Source: an optimization exercise on an open RTL-to-GDS flow (aim: small area). Production flows keep margins and buffers that such runs may drop. RTL that was checked went through simulation tests only; none was proved equivalent to the original. No driver is modelled on the clock port, so clocking that relies on it looks cheaper here than on a real chip. Power is estimated from default activity; no workload was simulated.

==> module VGA, before the edit <==
module VGA (input logic clk,
            input logic pe,
            input logic reset,
            output logic hsync,
            output logic vsync,
            output logic blank,
            output logic active_next,    
            output logic [9:0] curr_x,
            output logic [8:0] curr_y);
reg [9:0] hq;
reg [9:0] v;
assign blank = hq[9] & hq[8];
wire h_wrap = hq[9] & ~hq[8] & hq[7];              
wire v_wrap = v[9] & v[3] & v[2] & v[0];            
assign hsync = ~(blank & (hq[7] | (hq[6] & hq[5] & hq[4])) & ~(hq[7] & hq[6] & (hq[5] | hq[4])));
assign vsync = ~(~v[9] & v[8] & v[7] & v[6] & v[5] & ~v[4] & v[3] & ~v[2] & v[1]);  
assign curr_x = hq;
assign curr_y = v[8:0];
wire hload = reset | (pe & h_wrap);                
wire vinc = pe & h_wrap;
wire vclr = reset | (pe & v_wrap);
wire [10:0] hc, vc;
wire [9:0] hn, vn;
assign hc[0] = pe;
assign vc[0] = vinc;
genvar i;
for (i = 0; i < 10; i = i + 1) begin : g
	assign hn[i] = hq[i] ^ hc[i];
	assign hc[i+1] = pe & (&hq[i:0]);
	assign vn[i] = (v[i] ^ vc[i]) & ~vclr;
	assign vc[i+1] = vinc & (&v[i:0]);
end
wire [9:0] hqn = {hn[9] | hload, hn[8] | hload, hn[7] & ~hload, hn[6] | hload, hn[5] | hload,
                  hn[4:0] & {5{~hload}}};
assign active_next = ~(pe & h_wrap) & ~(v[9] | (v[8] & v[7] & v[6] & v[5]));
always @(posedge clk)
begin
	hq <= hqn;
	v <= vn;
end
endmodule
export LEC_CHECK = 0
export CAP_MARGIN = 20
export CORE_MARGIN = 2
export CORE_UTILIZATION = 70
export PLACE_DENSITY = 0.8
export SLEW_MARGIN = 20
create_clock -name core_clock -period 10.0 [get_ports {clk}]
standard.sh (not shown) runs the stock make flow with config.mk's settings and CLKGATE_MAP_FILE= SYNTH_SCRIPT=/design/flow/synth_recipe.tcl, a recipe that flattens the netlist after the stock synthesis.
==> flow/flow/run.sh <==
#!/bin/bash
# The standard layout (standard.sh) with these changes:
#  - after the standard synthesis, its combinational cells other than the full/half
#    adders are mapped again by ABC for area (flow/reabc.tcl); flip-flops and their
#    names are untouched;
#  - after the floorplan step, combinational cells get their smallest drive strength
#    (flow/downsize.tcl); placement and routing repair size up what needs it;
#  - clock tree: clkbuf_4 buffers, and no dummy loads at the tree's leaves; after CTS
#    the leaf buffers whose clock pins see a slow slew become clkbuf_8 (flow/post_cts.tcl);
#  - port buffers: the smallest buffer cell.
# Each tool's output goes to a log file of its own here.
set -euo pipefail
export CTS_ARGS="-sink_clustering_enable -repair_clock_nets -dont_use_dummy_load -buf_list sky130_fd_sc_hd__clkbuf_4"
export BUFFER_PORTS_ARGS="-buffer_cell sky130_fd_sc_hd__buf_1"
export POST_CTS_TCL=$PWD/flow/post_cts.tcl
RES=orfs/results/$FLOW_PLATFORM/top_level/base
YOSYS=$(command -v yosys || echo "$FLOW_HOME/../tools/install/yosys/bin/yosys")
bash standard.sh synth > flow_make_synth.log 2>&1
cp $RES/1_2_yosys.v $RES/1_2_yosys_standard.v
LIB=$FLOW_HOME/platforms/$FLOW_PLATFORM/lib/sky130_fd_sc_hd__tt_025C_1v80.lib \
  IN=$RES/1_2_yosys_standard.v OUT=$RES/1_2_yosys.v TOP=$FLOW_TOP OUTDIR=. \
  "$YOSYS" -c flow/reabc.tcl > flow_reabc.log 2>&1
bash standard.sh do-1_synth > flow_make_synth_odb.log 2>&1
bash standard.sh floorplan > flow_make_floorplan.log 2>&1
export RES
openroad -no_init -exit flow/downsize.tcl > flow_downsize.log 2>&1
bash standard.sh finish > flow_make_finish.log 2>&1
Other scripts of this flow, unchanged in this note and not shown: flow/flow/downsize.tcl, flow/flow/post_cts.tcl, flow/flow/reabc.tcl
The first run passed the timing, DRC and antenna checks.
Then changed:
--- a/flow/design.v
+++ b/flow/design.v
@@ -126,7 +126,7 @@
 end
 wire [9:0] hqn = {hn[9] | hload, hn[8] | hload, hn[7] & ~hload, hn[6] | hload, hn[5] | hload,
                   hn[4:0] & {5{~hload}}};
-assign active_next = ~(pe & h_wrap) & ~(v[9] | (v[8] & v[7] & v[6] & v[5]));
+assign active_next = ~(hqn[9] & hqn[8]) & ~(vn[9] | (vn[8] & vn[7] & vn[6] & vn[5]));
 always @(posedge clk)
 begin
 	hq <= hqn;
Critical path depth is higher by 2.
Setup slack is worse by 110 ps.
Synthesized area decreases by 0.95%.
Die area fell by 0.92%.
First-iteration DRC count rises by 18%.
Via count went down by 1.1%.
Synthesized cell count grows by 1.4%.
Count of clock-buffer cells in the layout does not change.
Clock skew is about the same.
Power shrinks by 2.1%.
Core utilization goes up by 1.5 points.
Cell count went up by 0.69%.
Register-to-register slack is worse by 110 ps.
The RTL of the first run of this note was laid out without a check of its function.

========
## R
top_level with an RTL version that a note above also has.
Size: about 750 cells after synthesis, roughly 20 I/O pins, about 0.0064 mm2 of cells after synthesis.
clock: 10.0 ns
lec_check: 0
cap_margin: 20
core_margin: 2
core_utilization: 70
place_density: 0.8
slew_margin: 20
==> flow/flow/run.sh <==
#!/bin/bash
# The standard layout (standard.sh) with these changes:
#  - after the standard synthesis, its combinational cells other than the full/half
#    adders are mapped again by ABC for area (flow/reabc.tcl); flip-flops and their
#    names are untouched;
#  - after the floorplan step, combinational cells get their smallest drive strength
#    (flow/downsize.tcl); placement and routing repair size up what needs it;
#  - clock tree: clkbuf_4 buffers, and no dummy loads at the tree's leaves;
#  - port buffers: the smallest buffer cell.
# Each tool's output goes to a log file of its own here.
set -euo pipefail
export CTS_ARGS="-sink_clustering_enable -repair_clock_nets -dont_use_dummy_load -buf_list sky130_fd_sc_hd__clkbuf_4"
export BUFFER_PORTS_ARGS="-buffer_cell sky130_fd_sc_hd__buf_1"
RES=orfs/results/$FLOW_PLATFORM/top_level/base
YOSYS=$(command -v yosys || echo "$FLOW_HOME/../tools/install/yosys/bin/yosys")
bash standard.sh synth > flow_make_synth.log 2>&1
cp $RES/1_2_yosys.v $RES/1_2_yosys_standard.v
LIB=$FLOW_HOME/platforms/$FLOW_PLATFORM/lib/sky130_fd_sc_hd__tt_025C_1v80.lib \
  IN=$RES/1_2_yosys_standard.v OUT=$RES/1_2_yosys.v TOP=$FLOW_TOP OUTDIR=. \
  "$YOSYS" -c flow/reabc.tcl > flow_reabc.log 2>&1
bash standard.sh do-1_synth > flow_make_synth_odb.log 2>&1
bash standard.sh floorplan > flow_make_floorplan.log 2>&1
export RES
openroad -no_init -exit flow/downsize.tcl > flow_downsize.log 2>&1
bash standard.sh finish > flow_make_finish.log 2>&1
Other scripts of this flow, unchanged in this note and not shown: flow/flow/downsize.tcl, flow/flow/reabc.tcl
diff inputs: R => T
--- a/flow/design.v
+++ b/flow/design.v
@@ -16,13 +16,13 @@
 wire [7:0] kc;
 wire [6:0] kn;
 assign kc[0] = tick;
 genvar i;
 for (i = 0; i < 7; i = i + 1) begin : gk
 	assign kn[i] = (k[i] ^ kc[i]) & ~(tick2 | reset);
-	assign kc[i+1] = tick & (&k[i:0]);
+	assign kc[i+1] = k[i] & kc[i];
 end
 always @(posedge clock or posedge reset)
 begin
 	if (reset)
 		c <= 17'h04DA4;
 	else
@@ -55,13 +55,13 @@
 wire [6:0] hcc;
 wire [5:0] hcn;
 assign hcc[0] = term;
 genvar i;
 for (i = 0; i < 6; i = i + 1) begin : gh
 	assign hcn[i] = hc[i] ^ hcc[i];
-	assign hcc[i+1] = term & (&hc[i:0]);
+	assign hcc[i+1] = hc[i] & hcc[i];
 end
 always @(posedge clk or posedge reset)
 begin
 	if (reset)
 	begin
 		d <= 9'h001;
@@ -117,15 +117,15 @@
 wire [9:0] hn, vn;
 assign hc[0] = pe;
 assign vc[0] = vinc;
 genvar i;
 for (i = 0; i < 10; i = i + 1) begin : g
 	assign hn[i] = hq[i] ^ hc[i];
-	assign hc[i+1] = pe & (&hq[i:0]);
+	assign hc[i+1] = hq[i] & hc[i];
 	assign vn[i] = (v[i] ^ vc[i]) & ~vclr;
-	assign vc[i+1] = vinc & (&v[i:0]);
+	assign vc[i+1] = v[i] & vc[i];
 end
 wire [9:0] hqn = {hn[9] | hload, hn[8] | hload, hn[7] & ~hload, hn[6] | hload, hn[5] | hload,
                   hn[4:0] & {5{~hload}}};
 assign active_next = ~(hqn[9] & hqn[8]) & ~(vn[9] | (vn[8] & vn[7] & vn[6] & vn[5]));
 always @(posedge clk)
 begin
@@ -139,13 +139,13 @@
                                 input logic dn_n,
                                 output logic [W-1:0] n);
 wire [W:0] a;
 assign a[0] = en & (up_n ^ dn_n);
 genvar i;
 for (i = 0; i < W; i = i + 1) begin : g
-	assign a[i+1] = a[0] & (&(~(q[i:0] ^ {(i+1){dn_n}})));
+	assign a[i+1] = a[i] & ~(q[i] ^ dn_n);
 	assign n[i] = q[i] ^ a[i];
 end
 endmodule
 module sub_r #(parameter W = 10) (input logic [W-1:0] a,
                                   input logic [W-1:0] b,
                                   output logic [W-1:0] d);
@@ -225,38 +225,35 @@
 vga_generator my_generator (
 	.x_in (xin),
 	.y_in (yin),
 	.sprite ({rn, gn, bn}),
 	.cur ({r_out, g_out, b_out}),
 	.nxt (pix));
-always @(posedge clk)
+always @(posedge clk or posedge reset)
 begin
 	if (reset)
 	begin
 		x_pos <= 10'd512;
 		y_pos <= 9'd256;
 		size <= 8'd20;
 		rs <= 4'hF;
 		gs <= 4'hF;
 		bs <= 4'hF;
+		{r_out, g_out, b_out} <= 12'd0;
 	end
 	else
 	begin
 		x_pos <= xn;
 		y_pos <= yn;
 		size <= sn;
 		rs <= rn;
 		gs <= gn;
 		bs <= bn;
+		{r_out, g_out, b_out} <= pix;
 	end
 end
-always @(posedge clk or posedge reset)
-	if (reset)
-		{r_out, g_out, b_out} <= 12'd0;
-	else
-		{r_out, g_out, b_out} <= pix;
 endmodule
 module vga_generator(input logic x_in,
                      input logic y_in,
                      input logic [11:0] sprite,
                      input logic [11:0] cur,
                      output logic [11:0] nxt);
### Flow results
Critical path launch point = my_ticks.c[7]$_DFF_PP1_: T; critical path launch point = my_ticks.c[16]$_DFF_PP0_: R
As far as share of final layout cell area taken by non-clock buffers is concerned, T and R perform about the same.
Summary of T over R: count of placed standard cells including taps lower, die area higher.
Note that the final weighted congestion in routability-driven placement recorded for R amounts to 1.12 times the value seen in T.
Measured against T, the DRC marker count from the first detailed-route iteration of R comes out at 1.6 times the reference value.
Taking R over T, the number of nets at the end of the flow ratio works out to 1.07.
Cmp T and R / transition time at the pin with the least slew margin / higher: T
R has higher number of cell instances on the worst register-to-register path than T.
Area added between synthesis and finish essentially unchanged between T and R.
On T: final wirelength is 4.4% lower than what R gave.
Summary of T over R: ratio of final minimum period to clock period higher, core footprint higher, via count lower.

## re-timing with driven ports
The flow's constraints put no driver on any port. The routed layouts listed below were extracted and timed again, unchanged, in two steps. Step 1 (the two cells are an assumption about what drives the block):
set clk [get_ports {clk}]
set_driving_cell -lib_cell sky130_fd_sc_hd__clkbuf_16 $clk
set_driving_cell -lib_cell sky130_fd_sc_hd__buf_2 [delete_from_list [all_inputs] $clk]
Step 2 moves the port delays by t, midway between the first and last clock arrival at a register: inputs arrive t later, outputs are due t later. That takes back most of the time a late clock gives input paths. Slacks: ideal / step 1 / step 2; pairs: ideal / step 1.
| run | t, ns | slack for setup (ns) | worst setup path at the end |
|---|---|---|---|
| the first run of note 1 | 0.431 | 1.670 / 1.670 / 1.670 | register to register |
| the second run of note 1 | 0.421 | 1.558 / 1.558 / 1.558 | register to register |
| R | 0.518 | 1.624 / 1.624 / 1.624 | register to register |
| T | 0.556 | 1.592 / 1.592 / 1.592 | register to register |
After both steps every run listed still meets setup and hold.
